Context: an optimization exercise on an open-source flow, tuned for small area. The choices shown serve that exercise and are no tape-out recipe. In this exercise RTL edits were held to simulation tests only and were not proved equivalent to the original. Power and IR drop assume default switching activity.

==> v16: inputs <==
// axi_many_to_one_interconnect
module axi_many_to_one_interconnect # (
	parameter C_S_COUNT = 4,
	parameter C_ADDR_WIDTH = 32,
	parameter C_DATA_WIDTH = 32,
	parameter C_STRB_WIDTH = C_DATA_WIDTH / 8,
	parameter C_ID_WIDTH = 4,
	parameter C_USER_WIDTH = 1,
	parameter C_ID_MT_USE = 1
)
(
	input logic clk,
	input logic resetn,
	input  logic [C_S_COUNT*C_ID_WIDTH-1:0]     s_axi_awid,
    input  logic [C_S_COUNT*C_ADDR_WIDTH-1:0]   s_axi_awaddr,
    input  logic [C_S_COUNT*8-1:0]              s_axi_awlen,
    input  logic [C_S_COUNT*3-1:0]              s_axi_awsize,
    input  logic [C_S_COUNT*2-1:0]              s_axi_awburst,
    input  logic [C_S_COUNT-1:0]                s_axi_awlock,
    input  logic [C_S_COUNT*4-1:0]              s_axi_awcache,
    input  logic [C_S_COUNT*3-1:0]              s_axi_awprot,
    input  logic [C_S_COUNT*4-1:0]              s_axi_awqos,
    input  logic [C_S_COUNT*C_USER_WIDTH-1:0]   s_axi_awuser,
    input  logic [C_S_COUNT-1:0]                s_axi_awvalid,
  ...
clock: 5.0 ns
lec_check: 0
cap_margin: 20
core_area: 10 10 410 410
die_area: 0 0 420 420
place_density: 0.5
slew_margin: 20
synth_hierarchical: 1
standard.sh (not shown) runs the stock make flow with config.mk's settings and CLKGATE_MAP_FILE= SYNTH_SCRIPT=/design/flow/synth_recipe.tcl, a recipe that flattens the netlist after the stock synthesis.
==> flow/flow/run.sh <==
#!/bin/bash
# The standard layout, with two changes:
# - the port buffers are the smallest buffer cell (buffer_ports -buffer_cell)
#   instead of the one buffer_ports picks by default;
# - clock tree synthesis clusters up to 30 sinks within 100 um per leaf buffer
#   and inserts no dummy loads.
set -euo pipefail
cd "$(dirname "$0")/.."
bash standard.sh \
  "BUFFER_PORTS_ARGS=-buffer_cell sky130_fd_sc_hd__buf_1" \
  "CTS_ARGS=-sink_clustering_enable -repair_clock_nets -sink_clustering_size 30 -sink_clustering_max_diameter 100 -dont_use_dummy_load" \
  finish > flow_make.log 2>&1
==> v20 (differences from v16) <==
--- a/flow/design.v
+++ b/flow/design.v
@@ -240,63 +240,72 @@
 assign write_ids_equal = awid_sel == awid_reg;
 assign read_ids_equal = arid_sel == arid_reg;
 logic rd_open, wr_open;    
 assign rd_open = is_read && !read_finish_flag;
 assign wr_open = !is_read && !write_finish_flag;
 always_ff @(posedge clk or negedge resetn) begin
 	if (~resetn) begin
 		awvalid_reg <= 1'b0;
+		awready_reg <= 1'b0;
 		wvalid_reg <= 1'b0;
+		wready_reg <= 1'b0;
+		bvalid_reg <= 1'b0;
 		bready_reg <= 1'b0;
 		arvalid_reg <= 1'b0;
+		arready_reg <= 1'b0;
+		rvalid_reg <= 1'b0;
 		rready_reg <= 1'b0;
-	end else if (st_trans) begin
-		awvalid_reg <= s_aw_hs || (awvalid_reg && !m_axi_awready);
-		wvalid_reg <= s_w_hs || (wvalid_reg && !m_axi_wready);
-		bready_reg <= !bvalid_reg || bready_sel;
-		arvalid_reg <= s_ar_hs || (arvalid_reg && !m_axi_arready);
-		rready_reg <= !read_finish_flag && (m_r_hs ? s_r_hs : (!rvalid_reg || rready_sel));
-	end else begin
-		awvalid_reg <= 1'b0;
-		wvalid_reg <= 1'b0;
-		bready_reg <= 1'b0;
-		arvalid_reg <= 1'b0;
-		rready_reg <= 1'b0;
-	end
-end
-always_ff @(posedge clk) begin
-	if (st_idle)
-		is_read <= arvalid_sel;
-	if (st_trans) begin
-		awready_reg <= !s_aw_hs && awvalid_sel && write_ids_equal && (!awvalid_reg || m_axi_awready)
-			&& (rd_open || !wcnt_eq);
-		arready_reg <= !s_ar_hs && arvalid_sel && read_ids_equal && (!arvalid_reg || m_axi_arready)
-			&& (wr_open || !rcnt_eq);
-		wready_reg <= (wlast_cnt < wdecl_cnt) && (s_w_hs ? m_w_hs : (!wvalid_reg || m_axi_wready));
-		write_finish_flag <= !rd_open && (write_finish_flag || (wcnt_eq && !s_aw_hs));
-		read_finish_flag <= !wr_open && (read_finish_flag || (rcnt_eq && !s_ar_hs));
-		wdecl_cnt <= wdecl_cnt + {4'd0, s_aw_hs};
-		wcomp_cnt <= wcomp_cnt + {4'd0, s_b_hs};
-		wlast_cnt <= wlast_cnt + {4'd0, s_w_hs && wlast_sel};
-		rout_cnt <= rout_cnt + {{4{s_r_hs && rlast_reg && !s_ar_hs}}, (s_r_hs && rlast_reg) != s_ar_hs};
-		bvalid_reg <= m_b_hs || (bvalid_reg && !s_b_hs);
-		rvalid_reg <= m_r_hs || (rvalid_reg && !s_r_hs);
-	end else begin
-		awready_reg <= st_idle && grant_valid;
-		arready_reg <= st_idle && grant_valid;
-		wready_reg <= 1'b0;
-		write_finish_flag <= 1'b0;
 		read_finish_flag <= 1'b0;
+		write_finish_flag <= 1'b0;
+		is_read <= 1'b0;
 		wdecl_cnt <= '0;
 		wcomp_cnt <= '0;
 		wlast_cnt <= '0;
 		rout_cnt <= '0;
-		bvalid_reg <= 1'b0;
-		rvalid_reg <= 1'b0;
+	end else begin
+		if (st_idle)
+			is_read <= arvalid_sel;
+		if (st_trans) begin
+			awready_reg <= !s_aw_hs && awvalid_sel && write_ids_equal && (!awvalid_reg || m_axi_awready)
+				&& (rd_open || !wcnt_eq);
+			arready_reg <= !s_ar_hs && arvalid_sel && read_ids_equal && (!arvalid_reg || m_axi_arready)
+				&& (wr_open || !rcnt_eq);
+			wready_reg <= (wlast_cnt < wdecl_cnt) && (s_w_hs ? m_w_hs : (!wvalid_reg || m_axi_wready));
+			write_finish_flag <= !rd_open && (write_finish_flag || (wcnt_eq && !s_aw_hs));
+			read_finish_flag <= !wr_open && (read_finish_flag || (rcnt_eq && !s_ar_hs));
+			wdecl_cnt <= wdecl_cnt + {4'd0, s_aw_hs};
+			wcomp_cnt <= wcomp_cnt + {4'd0, s_b_hs};
+			wlast_cnt <= wlast_cnt + {4'd0, s_w_hs && wlast_sel};
+			rout_cnt <= rout_cnt + {{4{s_r_hs && rlast_reg && !s_ar_hs}}, (s_r_hs && rlast_reg) != s_ar_hs};
+			awvalid_reg <= s_aw_hs || (awvalid_reg && !m_axi_awready);
+			wvalid_reg <= s_w_hs || (wvalid_reg && !m_axi_wready);
+			bready_reg <= !bvalid_reg || bready_sel;
+			bvalid_reg <= m_b_hs || (bvalid_reg && !s_b_hs);
+			arvalid_reg <= s_ar_hs || (arvalid_reg && !m_axi_arready);
+			rready_reg <= !read_finish_flag && (m_r_hs ? s_r_hs : (!rvalid_reg || rready_sel));
+			rvalid_reg <= m_r_hs || (rvalid_reg && !s_r_hs);
+		end else begin
+			awready_reg <= st_idle && grant_valid;
+			arready_reg <= st_idle && grant_valid;
+			wready_reg <= 1'b0;
+			write_finish_flag <= 1'b0;
+			read_finish_flag <= 1'b0;
+			wdecl_cnt <= '0;
+			wcomp_cnt <= '0;
+			wlast_cnt <= '0;
+			rout_cnt <= '0;
+			awvalid_reg <= 1'b0;
+			wvalid_reg <= 1'b0;
+			bready_reg <= 1'b0;
+			bvalid_reg <= 1'b0;
+			arvalid_reg <= 1'b0;
+			rready_reg <= 1'b0;
+			rvalid_reg <= 1'b0;
+		end
 	end
 end
 always_ff @(posedge clk or negedge resetn) begin
 	if (~resetn) begin
 		awid_reg <= '0;
 		arid_reg <= '0;
 	end else begin
 		if (s_aw_hs) awid_reg <= awid_sel;
@@ -319,31 +328,32 @@
 	end
 endgenerate
 logic [N-1:0] aw_ld, w_ld, ar_ld;
 assign aw_ld = grant & {N{s_aw_hs}};
 assign w_ld  = grant & {N{s_w_hs}};
 assign ar_ld = grant & {N{s_ar_hs}};
 logic [APW-1:0] aw_next, ar_next;
 logic [WPW-1:0] w_next;
-axi_ic_select #(.N(N), .W(APW)) aw_select (.sel(aw_ld), .hold(!s_aw_hs), .in(aw_in), .q(aw_reg), .y(aw_next));
-axi_ic_select #(.N(N), .W(APW)) ar_select (.sel(ar_ld), .hold(!s_ar_hs), .in(ar_in), .q(ar_reg), .y(ar_next));
-axi_ic_select #(.N(N), .W(WPW)) w_select  (.sel(w_ld),  .hold(!s_w_hs),  .in(w_in),  .q(w_reg),  .y(w_next));
-logic [IW+2+UW-1:0] b_next;
-logic [IW+DW+2+1+UW-1:0] r_next;
-axi_ic_select #(.N(1), .W(IW+2+UW)) b_select (.sel(m_b_hs), .hold(!m_b_hs),
-	.in({m_axi_bid, m_axi_bresp, m_axi_buser}), .q(b_reg), .y(b_next));
-axi_ic_select #(.N(1), .W(IW+DW+2+1+UW)) r_select (.sel(m_r_hs), .hold(!m_r_hs),
-	.in({m_axi_rid, m_axi_rdata, m_axi_rresp, m_axi_rlast, m_axi_ruser}), .q(r_reg), .y(r_next));
+always_comb begin
+	aw_next = {APW{!s_aw_hs}} & aw_reg;
+	ar_next = {APW{!s_ar_hs}} & ar_reg;
+	w_next  = {WPW{!s_w_hs}} & w_reg;
+	for (int i = 0; i < N; i = i + 1) begin
+		aw_next = aw_next | ({APW{aw_ld[i]}} & aw_in[i*APW +: APW]);
+		ar_next = ar_next | ({APW{ar_ld[i]}} & ar_in[i*APW +: APW]);
+		w_next  = w_next  | ({WPW{w_ld[i]}} & w_in[i*WPW +: WPW]);
+	end
+end
 always_ff @(posedge clk) begin
 	aw_reg <= aw_next;
 	ar_reg <= ar_next;
 	w_reg <= w_next;
-	b_reg <= b_next;
-	r_reg <= r_next;
+	if (m_b_hs) b_reg <= {m_axi_bid, m_axi_bresp, m_axi_buser};
+	if (m_r_hs) r_reg <= {m_axi_rid, m_axi_rdata, m_axi_rresp, m_axi_rlast, m_axi_ruser};
 end
 logic [N-1:0] gt;    
 assign gt = grant & {N{st_trans}};
 assign s_axi_awready = gt & {N{awready_reg}};
 assign s_axi_wready  = gt & {N{wready_reg}};
 assign s_axi_arready = gt & {N{arready_reg}};
 assign s_axi_bvalid  = gt & {N{bvalid_reg}};
 assign s_axi_rvalid  = gt & {N{rvalid_reg}};
@@ -365,24 +375,8 @@
 assign m_axi_bready = bready_reg;
 assign m_axi_arid = arid_reg;
 assign {m_axi_araddr, m_axi_arlen, m_axi_arsize, m_axi_arburst, m_axi_arlock, m_axi_arcache, m_axi_arprot,
 	m_axi_arqos, m_axi_aruser} = ar_reg;
 assign m_axi_arregion = 4'd0;
 assign m_axi_arvalid = arvalid_reg;
 assign m_axi_rready = rready_reg;
 endmodule
-module axi_ic_select #(
-	parameter N = 4,
-	parameter W = 1
-) (
-	input  logic [N-1:0]   sel,
-	input  logic           hold,
-	input  logic [N*W-1:0] in,
-	input  logic [W-1:0]   q,
-	output logic [W-1:0]   y
-);
-always_comb begin
-	y = {W{hold}} & q;
-	for (int i = 0; i < N; i = i + 1)
-		y = y | ({W{sel[i]}} & in[i*W +: W]);
-end
-endmodule
==> flow/run.sh (new file) <==
#!/bin/bash
# synth_recipe.tcl (not shown) runs the flow's synth.tcl, then flattens the netlist and writes it again
# the make line also repeats each setting of config.mk as NAME=value (left out here)
make -C /OpenROAD-flow-scripts/flow DESIGN_CONFIG=/design/flow/config.mk WORK_HOME=/design/flow/orfs CLKGATE_MAP_FILE= SYNTH_SCRIPT=/design/flow/synth_recipe.tcl finish
--- a/flow/config.mk
+++ b/flow/config.mk
@@ -5,9 +5,8 @@
 export SDC_FILE = /design/flow/constraint.sdc
 export NUM_CORES = 4
 export LEC_CHECK = 0
 export CAP_MARGIN = 20
 export CORE_AREA = 10 10 410 410
 export DIE_AREA = 0 0 420 420
 export PLACE_DENSITY = 0.5
 export SLEW_MARGIN = 20
-export SYNTH_HIERARCHICAL = 1
removed: flow/flow/run.sh
removed: flow/standard.sh
==> v14 (differences from v16) <==
--- a/flow/design.v
+++ b/flow/design.v
@@ -14,57 +14,47 @@
 end
 assign output_unencoded = input_unencoded & ~below;
 assign output_valid = |input_unencoded;
 endmodule
 module arbiter # (
 	parameter PORTS = 4
 )
 (
-	input  logic             clk,
-	input  logic             resetn,
 	input  logic [PORTS-1:0] request,
 	input  logic             release_grant,
-	output logic [PORTS-1:0] grant,
-	output logic             grant_valid
+	input  logic [PORTS-1:0] grant,         
+	input  logic             arbitrated,    
+	output logic [PORTS-1:0] grant_next,
+	output logic             arbitrated_next
 );
-logic [PORTS-1:0] grant_reg;
-logic             arbitrated;    
+logic             grant_valid;
 logic [PORTS-1:0] mask;
 logic [PORTS-1:0] req_pick, masked_pick;
 logic             masked_valid, req_valid;
 logic             hold;
-assign grant = grant_reg;
-assign grant_valid = |grant_reg;
+assign grant_valid = |grant;
 assign hold = grant_valid && !release_grant;
 always_comb begin
 	mask[0] = 1'b0;
 	for (int k = 1; k < PORTS; k = k + 1)
-		mask[k] = mask[k-1] | grant_reg[k-1];
+		mask[k] = mask[k-1] | grant[k-1];
 end
 priority_encoder #(.INPUT_WIDTH(PORTS)) pe_request (
 	.input_unencoded(request),
 	.output_unencoded(req_pick),
 	.output_valid(req_valid)
 );
 priority_encoder #(.INPUT_WIDTH(PORTS)) pe_masked (
 	.input_unencoded(request & mask & {PORTS{arbitrated}}),
 	.output_unencoded(masked_pick),
 	.output_valid(masked_valid)
 );
-always_ff @(posedge clk or negedge resetn) begin
-	if (~resetn) begin
-		grant_reg <= 0;
-		arbitrated <= 1'b0;
-	end else begin
-		arbitrated <= !hold;
-		if (!hold)
-			grant_reg <= masked_valid ? masked_pick : req_pick;
-	end
-end
+assign arbitrated_next = !hold;
+assign grant_next = hold ? grant : (masked_valid ? masked_pick : req_pick);
 endmodule
 module axi_many_to_one_interconnect # (
 	parameter C_S_COUNT = 4,
 	parameter C_ADDR_WIDTH = 32,
 	parameter C_DATA_WIDTH = 32,
 	parameter C_STRB_WIDTH = C_DATA_WIDTH / 8,
 	parameter C_ID_WIDTH = 4,
 	parameter C_USER_WIDTH = 1,
@@ -168,24 +158,36 @@
 localparam UW = C_USER_WIDTH;
 localparam APW = AW + 8 + 3 + 2 + 1 + 4 + 3 + 4 + UW;
 localparam WPW = DW + SW + 1 + UW;
 logic [N-1:0] request;
 logic [N-1:0] grant;         
 logic         grant_valid;
 logic         read_finish_flag, write_finish_flag;
 assign request = s_axi_awvalid | s_axi_arvalid;
+logic [N-1:0] grant_next;
+logic         arbitrated, arbitrated_next;
 arbiter #(.PORTS(N)) arbiter_inst (
-	.clk(clk),
-	.resetn(resetn),
 	.request(request),
 	.release_grant(read_finish_flag && write_finish_flag),
 	.grant(grant),
-	.grant_valid(grant_valid)
+	.arbitrated(arbitrated),
+	.grant_next(grant_next),
+	.arbitrated_next(arbitrated_next)
 );
+assign grant_valid = |grant;
+always_ff @(posedge clk or negedge resetn) begin
+	if (~resetn) begin
+		grant <= '0;
+		arbitrated <= 1'b0;
+	end else begin
+		grant <= grant_next;
+		arbitrated <= arbitrated_next;
+	end
+end
 logic st_trans, st_finish;
 logic st_idle;
 assign st_idle = !st_trans && !st_finish;
 always_ff @(posedge clk or negedge resetn) begin
 	if (~resetn) begin
 		st_trans <= 1'b0;
 		st_finish <= 1'b0;
 	end else begin
==> flow/config.mk (replaced) <==
export PLATFORM = sky130hd
export DESIGN_NAME = axi_many_to_one_interconnect
export DESIGN_NICKNAME = axi_many_to_one_interconnect
export VERILOG_FILES = /design/flow/design.v
export SDC_FILE = /design/flow/constraint.sdc
export NUM_CORES = 4
export LEC_CHECK = 0
export CAP_MARGIN = 20
export CORE_AREA = 10 10 410 410
export DIE_AREA = 0 0 420 420
export PLACE_DENSITY = 0.75
export SLEW_MARGIN = 20
export SYNTH_HIERARCHICAL = 1
==> run summary <==
quantity                                                                                               v16                       v20                              v14
Status                                                                            timing/DRC/antenna clean  timing/DRC/antenna clean         timing/DRC/antenna clean
Clock Pin Slew Worst Setup and Hold Paths                                                          0.08 ns                   0.05 ns                          0.09 ns
Maximum cell stage delay along the critical path                                                   0.71 ns                   0.75 ns                          0.72 ns
Worst supply voltage drop on vdd                                                                  0.266 mV                  0.181 mV                         0.280 mV
Reported clock group power                                                                         1.81 mW                   2.67 mW                          1.72 mW
Inverter count                                                                                          14                        11                               17
Final worst slack                                                                                  1.55 ns                   1.09 ns                          1.61 ns
Overall power                                                                                      11.0 mW                   13.7 mW                          12.5 mW
GR Util met3                                                                                         3.87%                     4.15%                            7.38%
Sequential portion of the cell area                                                                  28.0%                     21.8%                            28.1%
Sw Pwr                                                                                             5.37 mW                   5.57 mW                          6.40 mW
Max H-tree Level                                                                                         1                         2                                1
Area-dominant cell class after layout                                      multi-input combinational cells                   buffers  multi-input combinational cells
Total of plain and repair buffers excluding clock buffers                                             1120                      1128                             1117
Final Net Count                                                                                       2911                      2910                             2909
FF-to-FF setup slack                                                                               1.55 ns                   1.57 ns                          1.89 ns
Clock network power share                                                                            16.4%                     19.4%                            13.8%
Diodes inserted                                                                                         16                        13                               31
Leakage power summed over all cells                                                                6.11 nW                   9.29 nW                          5.78 nW
Element type at the critical path end                                                            flip-flop            primary output                   primary output
Wire length on met2                                                                                54.4 mm                   55.3 mm                          51.9 mm
Portion of the clock cycle consumed by the worst path in the final layout                            69.0%                     78.1%                            67.8%
Critical-path cell with the highest stage delay                                   sky130_fd_sc_hd__dfrtp_2  sky130_fd_sc_hd__dfrtp_4         sky130_fd_sc_hd__dfrtp_1
Final core occ                                                                                       11.5%                     16.5%                            11.4%
Iteration-0 DRC count of the detailed router                                                          1840                      1591                             2339

-- what the ideal ports hide --
The flow's constraints put no driver on any port. The routed layouts listed below were extracted and timed again, unchanged, in two steps. Step 1 sets driving cells, clkbuf_16 on the clock port and buf_2 on the other inputs (assumed; they add their load-dependent delay and slew). Step 2, shift: input delay + t, output delay - t, t = (earliest + latest rising clock arrival at the registers) / 2. This alone moves slack from input paths to output paths. Three values: ideal, step 1, step 2; two values: the first two.
| run | t, ns | setup slack, ns | pins driven straight from the clock port |
|---|---|---|---|
| v16 | 0.678 | 1.551 / 1.551 / 1.180 | 1 |
| v20 | 0.657 | 1.094 / 1.031 / 0.988 | 1 |
| v14 | 0.671 | 1.608 / 1.546 / 1.492 | 1 |
After both steps every run listed still meets setup and hold. For v16, which loses most, drivers alone change the setup slack by 0.000 ns; drivers and shift together by -0.371 ns.
